Context: an optimization exercise on an open-source flow, tuned for small area, a short achievable clock period and few clock cycles per item. The choices shown serve that exercise and are no tape-out recipe. Function was not checked in any run shown here: the RTL went through the layout flow alone. Power is estimated from default activity; no workload was simulated.

--- design/flow/config.mk ---
export PLATFORM = sky130hd
export DESIGN_NAME = Processor
export DESIGN_NICKNAME = Processor
export VERILOG_FILES = /design/flow/design.v
export SDC_FILE = /design/flow/constraint.sdc
export NUM_CORES = 4
export LEC_CHECK = 0
export CAP_MARGIN = 20
export CORE_MARGIN = 2
export CORE_UTILIZATION = 65
export CTS_CLUSTER_DIAMETER = 70
export CTS_CLUSTER_SIZE = 20
export SETUP_SLACK_MARGIN = 3.7
export SLEW_MARGIN = 20
--- design/flow/constraint.sdc ---
create_clock -name core_clock -period 6.0 [get_ports {clk}]
set_input_delay 1.2000 -clock core_clock [delete_from_list [all_inputs] [get_ports {clk}]]
set_output_delay 1.2000 -clock core_clock [all_outputs]
set_load 0.01 [all_outputs]
--- design/flow/design.v ---
module Processor(clk , rst , imem_addr , imem_data , IR , Loaded , Stored , Out , valid) ;
	input clk ;
	input rst ;
	input [15:0] imem_data ;
	output [15:0] imem_addr ;
	output reg valid ;
	output reg [15:0] Out , Stored , Loaded ;
	output reg [15:0] IR ;
	localparam [255:0] RINIT = {
		16'h1984, 16'h3994, 16'h0CDE, 16'h1CBA, 16'h0102, 16'h1A32, 16'h0414, 16'h22DA,
		16'h1C86, 16'h22E0, 16'h0001, 16'h1C3A, 16'h00AA, 16'h0030, 16'h0020, 16'h0010 } ;
	localparam [255:0] MINIT = {
		16'h1984, 16'h0000, 16'h0CDE, 16'h0000, 16'h0102, 16'h1A32, 16'h0000, 16'h22DA,
		16'h0000, 16'h0000, 16'h0000, 16'h1C3A, 16'h00AA, 16'h0000, 16'h0020, 16'h0001 } ;
	reg [15:0] pc ;
	assign imem_addr = pc ;
	reg [255:0] rf ;    
	reg [255:0] dm ;    
	reg rst_q ;
	reg [15:0] IRd ;
	reg [3:0] d_rb ;      
	reg d_sub ;
	reg [15:0] ra_oh , rb_oh ;    
	reg vd ;
	always @(posedge clk) begin
		IRd <= imem_data ;
		d_rb <= (imem_data[15:12] == 4'd6) ? imem_data[11:8] : imem_data[3:0] ;
		d_sub <= (imem_data[15:12] == 4'd1) ;
		ra_oh <= 16'd1 << imem_data[7:4] ;
		rb_oh <= 16'd1 << ((imem_data[15:12] == 4'd6) ? imem_data[11:8] : imem_data[3:0]) ;
		rst_q <= rst ;
		if (rst) begin
			pc <= 16'd0 ;
			vd <= 1'b0 ;
		end else begin
			pc <= pc + 16'd1 ;
			vd <= 1'b1 ;
		end
	end
	wire [3:0] d_op  = IRd[15:12] ;
	wire [3:0] d_rs1 = IRd[7:4] ;
	wire d_and   = (d_op == 4'd2) ;
	wire d_or    = (d_op == 4'd3) ;
	wire d_xor   = (d_op == 4'd4) ;
	wire d_load  = (d_op == 4'd5) ;
	wire d_store = (d_op == 4'd6) ;
	wire d_sum   = !(d_and || d_or || d_xor || d_load || d_store) ;
	reg [15:0] A , Bx ;   
	reg [15:0] IRe ;
	reg ve ;
	reg c_sub , c_and , c_or , c_xor , c_ld , c_st , c_sum ;
	reg ww ;              
	reg [3:0] wrd ;
	wire [15:0] res ;     
	wire [15:0] rest ;
	wire [16:0] sum = {A, 1'b1} + {Bx, c_sub} ;    
	reg [15:0] Am ;       
	reg [15:0] wen ;      
	wire e_wr = ve && !c_st ;    
	wire fwa = e_wr && (IRe[11:8] == d_rs1) ;
	wire fwb = e_wr && (IRe[11:8] == d_rb) ;
	reg [15:0] rda , rdb ;
	integer k ;
	always @* begin
		rda = 16'd0 ;
		rdb = 16'd0 ;
		for (k = 0 ; k < 16 ; k = k + 1) begin
			rda = rda | ({16{ra_oh[k]}} & rf[16*k +: 16]) ;
			rdb = rdb | ({16{rb_oh[k]}} & rf[16*k +: 16]) ;
		end
	end
	wire [15:0] rfa = (ww && wrd == d_rs1) ? Out : rda ;
	wire [15:0] rfb = (ww && wrd == d_rb) ? Out : rdb ;
	wire fsa = fwa && c_sum ;
	wire fsb = fwb && c_sum ;
	wire [15:0] nA = fsa ? sum[16:1] : (fwa ? rest : rfa) ;
	wire [15:0] opb = fwb ? rest : rfb ;
	always @(posedge clk) begin
		A <= nA ;
		Am <= 16'd1 << nA[3:0] ;
		wen <= {16{rst}} | ({16{e_wr}} & (16'd1 << IRe[11:8])) ;
		Bx <= fsb ? (sum[16:1] ^ {16{d_sub}}) : (opb ^ {16{d_sub}}) ;
		IRe <= IRd ;
		c_sub <= d_sub ;
		c_and <= d_and ;
		c_or <= d_or ;
		c_xor <= d_xor ;
		c_sum <= d_sum ;
		c_ld <= d_load && vd && !rst ;
		c_st <= d_store && vd && !rst ;
		ve <= vd && !rst ;
	end
	reg [15:0] mrd ;
	integer m ;
	always @* begin
		mrd = 16'd0 ;
		for (m = 0 ; m < 16 ; m = m + 1) mrd = mrd | ({16{Am[m]}} & dm[16*m +: 16]) ;
	end
	assign rest = ({16{c_and}} & (A & Bx)) | ({16{c_or}} & (A | Bx)) |
	              ({16{c_xor}} & (A ^ Bx)) | ({16{c_ld}} & mrd) | ({16{c_st}} & Bx) ;
	assign res = c_sum ? sum[16:1] : rest ;
	wire [15:0] rf_wd_0 = Out & {16{~rst_q}} ;    
	wire [15:0] rf_wd_1 = Out | {16{rst_q}} ;     
	wire [15:0] dm_wd_0 = Bx & {16{~rst_q}} ;
	wire [15:0] dm_wd_1 = Bx | {16{rst_q}} ;
	genvar gi , gj ;
	generate
		for (gi = 0 ; gi < 16 ; gi = gi + 1) begin : row
			wire rf_en = wen[gi] ;
			wire dm_en = rst_q | (c_st && Am[gi]) ;
			for (gj = 0 ; gj < 16 ; gj = gj + 1) begin : col
				always @(posedge clk) begin
					if (rf_en) rf[16*gi + gj] <= RINIT[16*gi + gj] ? rf_wd_1[gj] : rf_wd_0[gj] ;
					if (dm_en) dm[16*gi + gj] <= MINIT[16*gi + gj] ? dm_wd_1[gj] : dm_wd_0[gj] ;
				end
			end
		end
	endgenerate
	always @(posedge clk) begin
		if (rst) begin
			valid <= 1'b0 ;
			ww <= 1'b0 ;
		end else begin
			valid <= ve ;
			ww <= e_wr ;
		end
		if (rst_q) begin
			Loaded <= 16'd0 ;
			Stored <= 16'd0 ;
		end else begin
			if (c_ld) Loaded <= mrd ;
			if (c_st) Stored <= Bx ;
		end
		wrd <= IRe[11:8] ;
		IR <= IRe ;
		Out <= res ;
	end
endmodule
--- design/flow/run.sh ---
#!/bin/bash
# synth_recipe.tcl (not shown) runs the flow's synth.tcl, then flattens the netlist and writes it again
# the make line also repeats each setting of config.mk as NAME=value (left out here)
make -C /OpenROAD-flow-scripts/flow DESIGN_CONFIG=/design/flow/config.mk WORK_HOME=/design/flow/orfs CLKGATE_MAP_FILE= SYNTH_SCRIPT=/design/flow/synth_recipe.tcl finish
==> reports/qor.txt, run 1 <==
status = complete, no violations
critical path class = reg -> reg
final max-slew violation count = 0
latest clock arrival within the worst-skew pair = 0.60 ns
Register-to-Register Setup Slack = 3.47 ns
GP Congestion = 0.905
fin crit share = 42.2%
# clock sinks = 737
Slew headroom = 22.6%
most frequent cells in the layout = 512 x edfxtp_1, 187 x a22oi_1, 155 x buf_4
layout overhead on the synthesized area = 15.3%
non-filler instance count after layout = 2898
clock tree buffer depth = 3
RSZ-0062 raised after global routing = true
Die X = 214 µm
CP arrival = 3.02 ns
dpl cells = 2701
layout cell share with drive strength beyond 1 = 24.1%
Final Hold Fails = 0
# rows = 77
Largest stage delay, worst path = 0.38 ns
Slew @ Worst Pin = 1.16 ns
commonest non-fill, non-tap cell in the layout = edfxtp_1
Mean Syn Cell Area = 13.6 µm²
CTS root buf = clkbuf_16
pwr/cell area = 383 nW/µm²
Routed WL = 90500 µm
GRT overflow = 0
P_sw = 3.67 mW
CP endpoint kind = flip-flop
Hold Crit Endpoint = IRe[0]$_DFF_P_
final setup vio count = 0
synthesized area = 28700 µm²
initial core utilization = 65.4%
drt first pass iters = 6
HPWL Detailed = 51400 µm
vias in the first global route = 20000
I/O Buffers = 98
FF-to-FF End = Am[13]$_SDFF_PN0_
logic depth of the worst path, buffers included = 10
Synth Net Count = 2163
CP Max Fanout = 8
initial antenna violation count = 1
Gate power share = 20.5%
first-pass GRT wire length = 129000 µm
largest net degree at the start of global routing = 67
clock share of power = 25.0%
Async SR Flop Fraction = 0%
post-layout minimum cycle time = 2.53 ns
Mapped Cells = 2111
Yosys warning count = 1
H-Tree Depth = 2
Final Net Count = 2329
final instance area = 33100 µm²
CP max stage cell = dfxtp_4
Iter 0 DRT Violations = 3159
DP Area = 30300 µm²
Hold Path Stages = 0
CP Buf/Inv Count = 2
Reg2Reg Launch Point = Am[14]$_SDFF_PN0_
CP delay by family, top = compound AO/OA/AOI/OAI gates
max-cap viol count = 0
Int Pwr = 9.02 mW
post-layout util = 75.4%
die area = 45900 µm²
f_max = 395 MHz
post-synthesis cell type count = 69
Final ANT Viol Nets = 0
Ports = 99
DRC = 0
CTS Buf Count = 44
Hold/Removal Path Class = reg -> reg
switching share of power = 28.9%
core area = 43900 µm²
startpoint types = flip-flop
skew final = 0.0227 ns
r2r worst-path depth = 10
Via density = 7.09
Die H = 214 µm
Post-synth EDFFs = 512
power share of the sequential group = 54.5%
CTS tree = done
clk slew on worst S/H paths = 0.09 ns
wire per inst = 31.2 µm
FF+latch count, synth = 737
Critical Path RT = 6.49 ns
main flop type after synthesis = edfxtp_1
Total Power = 12.7 mW
GRT Util Overall = 38.5%
critical hold path startpoint = IRd[0]$_DFF_P_
Worst VDD drop = 0.343 mV
CP Cell Sequence = buf_2 -> a22o_1 -> a221oi_1 -> nand3_1 -> o21ai_2 -> a32oi_1 -> nand2_2 -> o21ai_4 -> buf_4 -> nor4b_4
Static Leak = 12.1 nW
Setup TNS Final = 0 ns
post-synthesis sequential area ratio = 69.2%
DR vias = 20500
worst reg2reg max path, stage by stage (launching register included):
cell	delay, ns
dfxtp_4	0.38
buf_2	0.18
a22o_1	0.23
a221oi_1	0.34
nand3_1	0.15
o21ai_2	0.23
a32oi_1	0.19
nand2_2	0.16
o21ai_4	0.13
buf_4	0.18
nor4b_4	0.26
routing by layer:
layer  routed length [µm]  GRT usage [%]  part of all wire (%)
met5                    0              0                     0
met2                42700           63.4                    47
met1                30400           48.5                    34
met4                 5880           18.8                   6.5
met3                11600           9.05                    13
layout make-up:
| cell class | count | area [µm²] |
|---|---|---|
| fill | 2821 | 10800 |
| clock buffer | 66 | 1240 |
| multi-input combinational | 1172 | 8600 |
| clock inverter | 8 | 118 |
| antenna | 1 | 2.50 |
| timing repair buffer | 272 | 2130 |
| inverter | 50 | 201 |
| tap | 592 | 741 |
| sequential | 737 | 20100 |
Yosys cell counts (all sizes together) (18+ instances only):
cell / instances / area, µm²
a22oi: 188 / 1410
nand4: 33 / 206
ha: 33 / 413
or2: 29 / 181
a21oi: 78 / 390
a21o: 22 / 165
xor2: 26 / 228
mux2i: 18 / 205
nor2: 140 / 526
edfxtp: 512 / 15400
nand3: 50 / 250
a22o: 107 / 937
nand2: 81 / 304
xnor2: 25 / 219
a221oi: 104 / 930
clkbuf: 129 / 484
o21ai: 50 / 250
and3: 20 / 125
inv: 50 / 195
dfxtp: 225 / 4500
nor2b: 23 / 144
buf: 24 / 119
metrics by stage:
step	hold WS (ns)	setup slack, ns
2_1_floorplan	0.310	3.65
3_3_place_gp	0.310	3.00
3_5_place_dp	0.314	2.91
4_1_cts	0.328	3.53
5_1_grt	0.335	3.38
6_report	0.327	3.47
flip-flops by register name, summed over array words and instances (netlist names), 3 cells and up:
name,count
Stored,16
wrd,3
Am,16
Bx,16
Loaded,16
IRd,16
wen,16
Out,16
rb_oh,16
pc,16
d_rb,4
rf,256
IR,13
ra_oh,16
dm,256
A,16
IRe,16
power groups by stage:
stage,sequential [mW],clock [mW],combinational [mW]
after global placement,6.99,0,1.80
after CTS,6.89,3.18,2.28
after floorplan,6.74,0,1.23
after global routing,6.97,3.37,2.75
after detailed placement,7.01,0,1.85
final,6.92,3.17,2.60
how the worst max path moves through the flow:
| stage | slack, ns | endpoint | startpoint |
|---|---|---|---|
| final | 3.47 | Am[13]$_SDFF_PN0_ | Am[14]$_SDFF_PN0_ |
| after global routing | 3.38 | Bx[9]$_DFF_P_ | Bx[0]$_DFF_P_ |
| after global placement | 3.00 | Am[6]$_SDFF_PP0_ | Am[7]$_SDFF_PP0_ |
| after CTS | 3.53 | Bx[12]$_DFF_P_ | Bx[0]$_DFF_P_ |
| after floorplan | 3.65 | rb_oh[8]$_SDFF_PN0_ | imem_data[15] |
| after detailed placement | 2.91 | rb_oh[15]$_SDFF_PN0_ | imem_data[15] |
timing repair:
item                                    4_1_cts  5_1_grt
endpoints found under the setup margin      295       87
hold buffers                                  0        0
pin swaps                                    40       40
gates cloned                                  0        3
gates resized for setup                     560       70
buffers inserted                             86       33
kinds of logic (layout without fill, tap and decap cells):
kind of cell	after synthesis	after routing	synth area share, %
DFF	737	737	69.2
adders and majority gates	34	34	1.51
other	0	1	0
AOI/OAI and AO/OA	610	611	16.0
and+or+nand+nor	453	453	8.11
xor gates and xnor gates	51	51	1.55
muxes	23	23	0.910
buffers and inverters	203	396	2.78
==> run 2, diff against run 1 <==
--- a/design/flow/design.v
+++ b/design/flow/design.v
@@ -46,14 +46,17 @@
 	wire d_store = (d_op == 4'd6) ;
 	wire d_sum   = !(d_and || d_or || d_xor || d_load || d_store) ;
 	reg [15:0] A , Bx ;   
+	reg [15:0] As , Bs ;  
+	reg sa , sb ;         
 	reg [15:0] IRe ;
 	reg ve ;
 	reg c_sub , c_and , c_or , c_xor , c_ld , c_st , c_sum ;
 	reg ww ;              
 	reg [3:0] wrd ;
 	wire [15:0] res ;     
-	wire [15:0] rest ;
-	wire [16:0] sum = {A, 1'b1} + {Bx, c_sub} ;    
+	wire [15:0] rest ;    
+	wire [15:0] a , b ;   
+	wire [16:0] sum ;
 	reg [15:0] Am ;       
 	reg [15:0] wen ;      
 	wire e_wr = ve && !c_st ;    
@@ -71,15 +74,16 @@
 	end
 	wire [15:0] rfa = (ww && wrd == d_rs1) ? Out : rda ;
 	wire [15:0] rfb = (ww && wrd == d_rb) ? Out : rdb ;
-	wire fsa = fwa && c_sum ;
-	wire fsb = fwb && c_sum ;
-	wire [15:0] nA = fsa ? sum[16:1] : (fwa ? rest : rfa) ;
 	wire [15:0] opb = fwb ? rest : rfb ;
 	always @(posedge clk) begin
-		A <= nA ;
-		Am <= 16'd1 << nA[3:0] ;
+		A <= fwa ? rest : rfa ;
+		As <= sum[16:1] ;
+		sa <= fwa && c_sum ;
+		Bs <= sum[16:1] ^ {16{d_sub}} ;
+		sb <= fwb && c_sum ;
+		Am <= 16'd1 << (fwa ? res[3:0] : rfa[3:0]) ;
 		wen <= {16{rst}} | ({16{e_wr}} & (16'd1 << IRe[11:8])) ;
-		Bx <= fsb ? (sum[16:1] ^ {16{d_sub}}) : (opb ^ {16{d_sub}}) ;
+		Bx <= opb ^ {16{d_sub}} ;
 		IRe <= IRd ;
 		c_sub <= d_sub ;
 		c_and <= d_and ;
@@ -90,19 +94,22 @@
 		c_st <= d_store && vd && !rst ;
 		ve <= vd && !rst ;
 	end
+	assign a = sa ? As : A ;
+	assign b = sb ? Bs : Bx ;
+	assign sum = {a, 1'b1} + {b, c_sub} ;    
 	reg [15:0] mrd ;
 	integer m ;
 	always @* begin
 		mrd = 16'd0 ;
 		for (m = 0 ; m < 16 ; m = m + 1) mrd = mrd | ({16{Am[m]}} & dm[16*m +: 16]) ;
 	end
-	assign rest = ({16{c_and}} & (A & Bx)) | ({16{c_or}} & (A | Bx)) |
-	              ({16{c_xor}} & (A ^ Bx)) | ({16{c_ld}} & mrd) | ({16{c_st}} & Bx) ;
+	assign rest = ({16{c_and}} & (a & b)) | ({16{c_or}} & (a | b)) |
+	              ({16{c_xor}} & (a ^ b)) | ({16{c_ld}} & mrd) | ({16{c_st}} & b) ;
 	assign res = c_sum ? sum[16:1] : rest ;
 	wire [15:0] rf_wd_0 = Out & {16{~rst_q}} ;    
 	wire [15:0] rf_wd_1 = Out | {16{rst_q}} ;     
-	wire [15:0] dm_wd_0 = Bx & {16{~rst_q}} ;
-	wire [15:0] dm_wd_1 = Bx | {16{rst_q}} ;
+	wire [15:0] dm_wd_0 = b & {16{~rst_q}} ;
+	wire [15:0] dm_wd_1 = b | {16{rst_q}} ;
 	genvar gi , gj ;
 	generate
 		for (gi = 0 ; gi < 16 ; gi = gi + 1) begin : row
@@ -129,7 +136,7 @@
 			Stored <= 16'd0 ;
 		end else begin
 			if (c_ld) Loaded <= mrd ;
-			if (c_st) Stored <= Bx ;
+			if (c_st) Stored <= b ;
 		end
 		wrd <= IRe[11:8] ;
 		IR <= IRe ;
==> run 2 against run 1 <==
  * Still clean
  * Synthesized cell count grew 0.47%
  * Count of clock-buffer cells in the layout increased by 10
  * Register-to-register slack got worse by 0.27 ns
  * Critical endpoint is now Am[4]$_SDFF_PP0_
  * Highest routed layer unchanged
==> reports/qor.txt, run 2 <==
CP Max Fanout = 6 (-2)
Final Net Count = 2337 (+0.34%)
Setup TNS Final = 0 ns (unchanged)
wire per inst = 33.1 µm (+6.0%)
final setup vio count = 0 (unchanged)
r2r worst-path depth = 11 (+1)
CTS tree = done
fin crit share = 46.6% (+4.4 points)
Register-to-Register Setup Slack = 3.20 ns (-0.27 ns)
initial antenna violation count = 1 (unchanged)
Worst VDD drop = 0.291 mV (-15%)
latest clock arrival within the worst-skew pair = 0.61 ns (about the same)
die area = 48100 µm² (+4.7%)
post-layout minimum cycle time = 2.80 ns (+0.267 ns)
Synth area leaders = edfxtp_1 51%, dfxtp_1 17%, a221oi_1 4.7%
CTS root buf = clkbuf_16
Mapped Cells = 2121 (+0.47%)
DRC = 0 (unchanged)
Die H = 219 µm (+2.3%)
Hold Path Stages = 0 (unchanged)
status = complete, no violations
GRT Util Overall = 39.8% (+1.3 points)
I/O Buffers = 98 (unchanged)
pwr/cell area = 392 nW/µm² (+2.2%)
Largest stage delay, worst path = 0.42 ns (+0.04 ns)
CTS Buf Count = 46 (+4.5%)
Via density = 7.16 (+0.97%)
H-Tree Depth = 2 (unchanged)
main flop type after synthesis = edfxtp_1
drt first pass iters = 13 (+7)
most frequent cells in the layout = 512 x edfxtp_1, 163 x dfxtp_1, 160 x a22o_1, 160 x a221oi_1, 148 x buf_4
CP arrival = 3.31 ns (+0.29 ns)
critical path class = reg -> reg
skew final = 0.0239 ns (+0.00115 ns)
top flop regs = dm x256, rf x256
Slew @ Worst Pin = 1.28 ns (+0.121 ns)
Synth Net Count = 2173 (+0.46%)
largest net degree at the start of global routing = 65 (-3.0%)
CP max stage cell = dfxtp_4
Critical Path RT = 6.51 ns (+0.02 ns)
Synth top cells by count = 512 x edfxtp_1, 259 x dfxtp_1, 161 x a221oi_1
Final ANT Viol Nets = 0 (unchanged)
logic depth of the worst path, buffers included = 11 (+1)
CP delay by family, top = compound AO/OA/AOI/OAI gates
Async SR Flop Fraction = 0% (unchanged)
Die X = 219 µm (+2.3%)
post-synthesis cell type count = 69 (unchanged)
f_max = 357 MHz (-9.5%)
initial core utilization = 66.1% (+0.65 points)
CP Cell Sequence = buf_4 -> buf_4 -> mux2i_4 -> ha_4 -> nand2_1 -> o21ai_0 -> a221oi_2 -> o211ai_1 -> a31o_4 -> buf_12 -> nor4_4
post-synth top area cell = edfxtp_1
clk slew on worst S/H paths = 0.09 ns (about the same)
layout cell share with drive strength beyond 1 = 27.5% (+3.4 points)
core area = 45600 µm² (+3.7%)
startpoint types = flip-flop
max-cap viol count = 0 (unchanged)
Static Leak = 12.9 nW (+7.4%)
Multi-input gate area = 9880 µm² (+15%)
FF+latch count, synth = 771 (+4.6%)
DR vias = 20900 (+1.8%)
commonest non-fill, non-tap cell in the layout = edfxtp_1
RSZ-0062 raised after global routing = true
HPWL Detailed = 57100 µm (+11%)
Post-synth EDFFs = 512 (unchanged)
# rows = 78 (+1.3%)
Yosys warning count = 1 (unchanged)
final max-slew violation count = 0 (unchanged)
Fill cells = 2598 (-7.9%)
post-synthesis sequential area ratio = 68.3% (-0.89 points)
synthesized area = 30100 µm² (+4.8%)
CP endpoint kind = flip-flop
Ports = 99 (unchanged)
first-pass GRT wire length = 136000 µm (+5.1%)
Hold/Removal Path Class = reg -> reg
CP Buf/Inv Count = 3 (+1)
# clock sinks = 771 (+4.6%)
GRT overflow = 0 (unchanged)
layout overhead on the synthesized area = 17.4%
top-count cell post-synth = edfxtp_1
vias in the first global route = 20200 (+1.4%)
cts hold-fix bufs = 0 (unchanged)
Slew headroom = 14.4% (-8.2 points)
Mean Syn Cell Area = 14.2 µm² (+4.3%)
WHS = 0.324 ns (-0.00297 ns)
share of the synthesized area in the top cell type = 51.1% (-2.4 points)
most used cell, CP = buf_4
Storage cell area = 20800 µm² (+3.3%)
Iter 0 DRT Violations = 3399 (+7.6%)
Routed WL = 96700 µm (+6.8%)
GP Congestion = 0.924 (+2.1%)
Final Hold Fails = 0 (unchanged)
clock tree buffer depth = 3 (unchanged)
[run 2: cell type report]
cell class                 count  share of cell area [%]
sequential                   771                    58.7
inverter                      53                   0.573
multi-input combinational   1141                    27.9
timing repair buffer         272                    6.66
tap                          600                    2.12
clock buffer                  76                    3.78
clock inverter                 6                   0.188
antenna                        2                  0.0142
[run 2: power by group]
group	switching, mW	internal (mW)	leakage, nW
Combinational	1.88	1.38	4.96
Clock	1.72	1.55	0.674
Sequential	0.599	6.73	7.31
Total	4.19	9.65	12.9
[run 2: timing repair]
item / CTS / global route
pin swaps: 25 / 35
gates resized for setup: 605 / 132
setup buffers: 87 / 33
setup endpoints to repair: 422 / 161
[run 2: cell families (layout without fill, tap and decap cells)]
kind of cell    Yosys count  count (layout)  synth area share (%)
compound gates          559             559                  15.5
xor+xnor                 73              73                  2.17
fa+ha+maj                34              34                  1.44
buf+inv                 209             407                  2.81
flops                   771             771                  68.3
mux                      91              91                  3.30
other cells               0               2                     0
simple gates            384             384                  6.47
[run 2: per-stage QoR]
stage               power [mW]  utilization, %  std cells  cell area (µm²)  setup slack (ns)
floorplan                 8.69               -       2121            30300              3.45
global placement          9.65            69.7       2717            31800              2.54
detailed placement        9.75            69.7       2717            31800              2.39
CTS                       13.4            75.6       2886            34500              3.25
global route              14.2            77.6       2919            35400              3.13
finish                    13.8            77.6       2921            35400              3.20
[run 2: worst reg2reg max path, delay by kind of cell (launching register included)]
| family | cells | cell delay (ns) |
|---|---|---|
| flops | 1 | 0.42 |
| mux | 1 | 0.30 |
| compound gates | 4 | 1.10 |
| fa+ha+maj | 1 | 0.27 |
| simple gates | 2 | 0.21 |
| buf+inv | 3 | 0.40 |
[run 2: worst paths after layout]
path                       start          endpoint
setup / recovery      sb$_DFF_P_  Am[4]$_SDFF_PP0_
hold / removal    IRe[0]$_DFF_P_     IR[0]$_DFF_P_
setup reg to reg      sb$_DFF_P_  Am[4]$_SDFF_PP0_
hold reg to reg   IRe[0]$_DFF_P_     IR[0]$_DFF_P_
[run 2: metal layers]
layer | share of wire [%] | vias to the layer above | global-route usage (%)
met2 | 47 | 1624 | 64.6
met1 | 34 | 10300 | 51.0
met5 | 0 | - | 0
met3 | 12 | 385 | 8.37
li1 | - | 8628 | -
met4 | 6.5 | 0 | 20.6

## port drivers added, routing unchanged
The results above use ideal ports. As a check the final layouts listed here were re-extracted and re-timed, cells and wires unchanged.
Step 1, drivers: a clkbuf_16 drives clk and a buf_2 each remaining input, both assumed.
Step 2 also shifts input and output timing later by t, the mid clock arrival at the registers, as if the neighbouring blocks saw the same clock.
a / b / c = ideal ports / drivers / drivers and shift; a / b = the first two.
run	shift t [ns]	slack for setup (ns)	latest minus earliest clock arrival (ns)
run 1	0.655	3.468 / 3.468 / 3.144	0.026 / 0.026
run 2	0.660	3.201 / 3.201 / 3.061	0.024 / 0.024
After both steps every run listed still meets setup and hold. The setup slack of run 1, which loses most, moves by 0.000 ns with the drivers and by -0.324 ns with both steps.
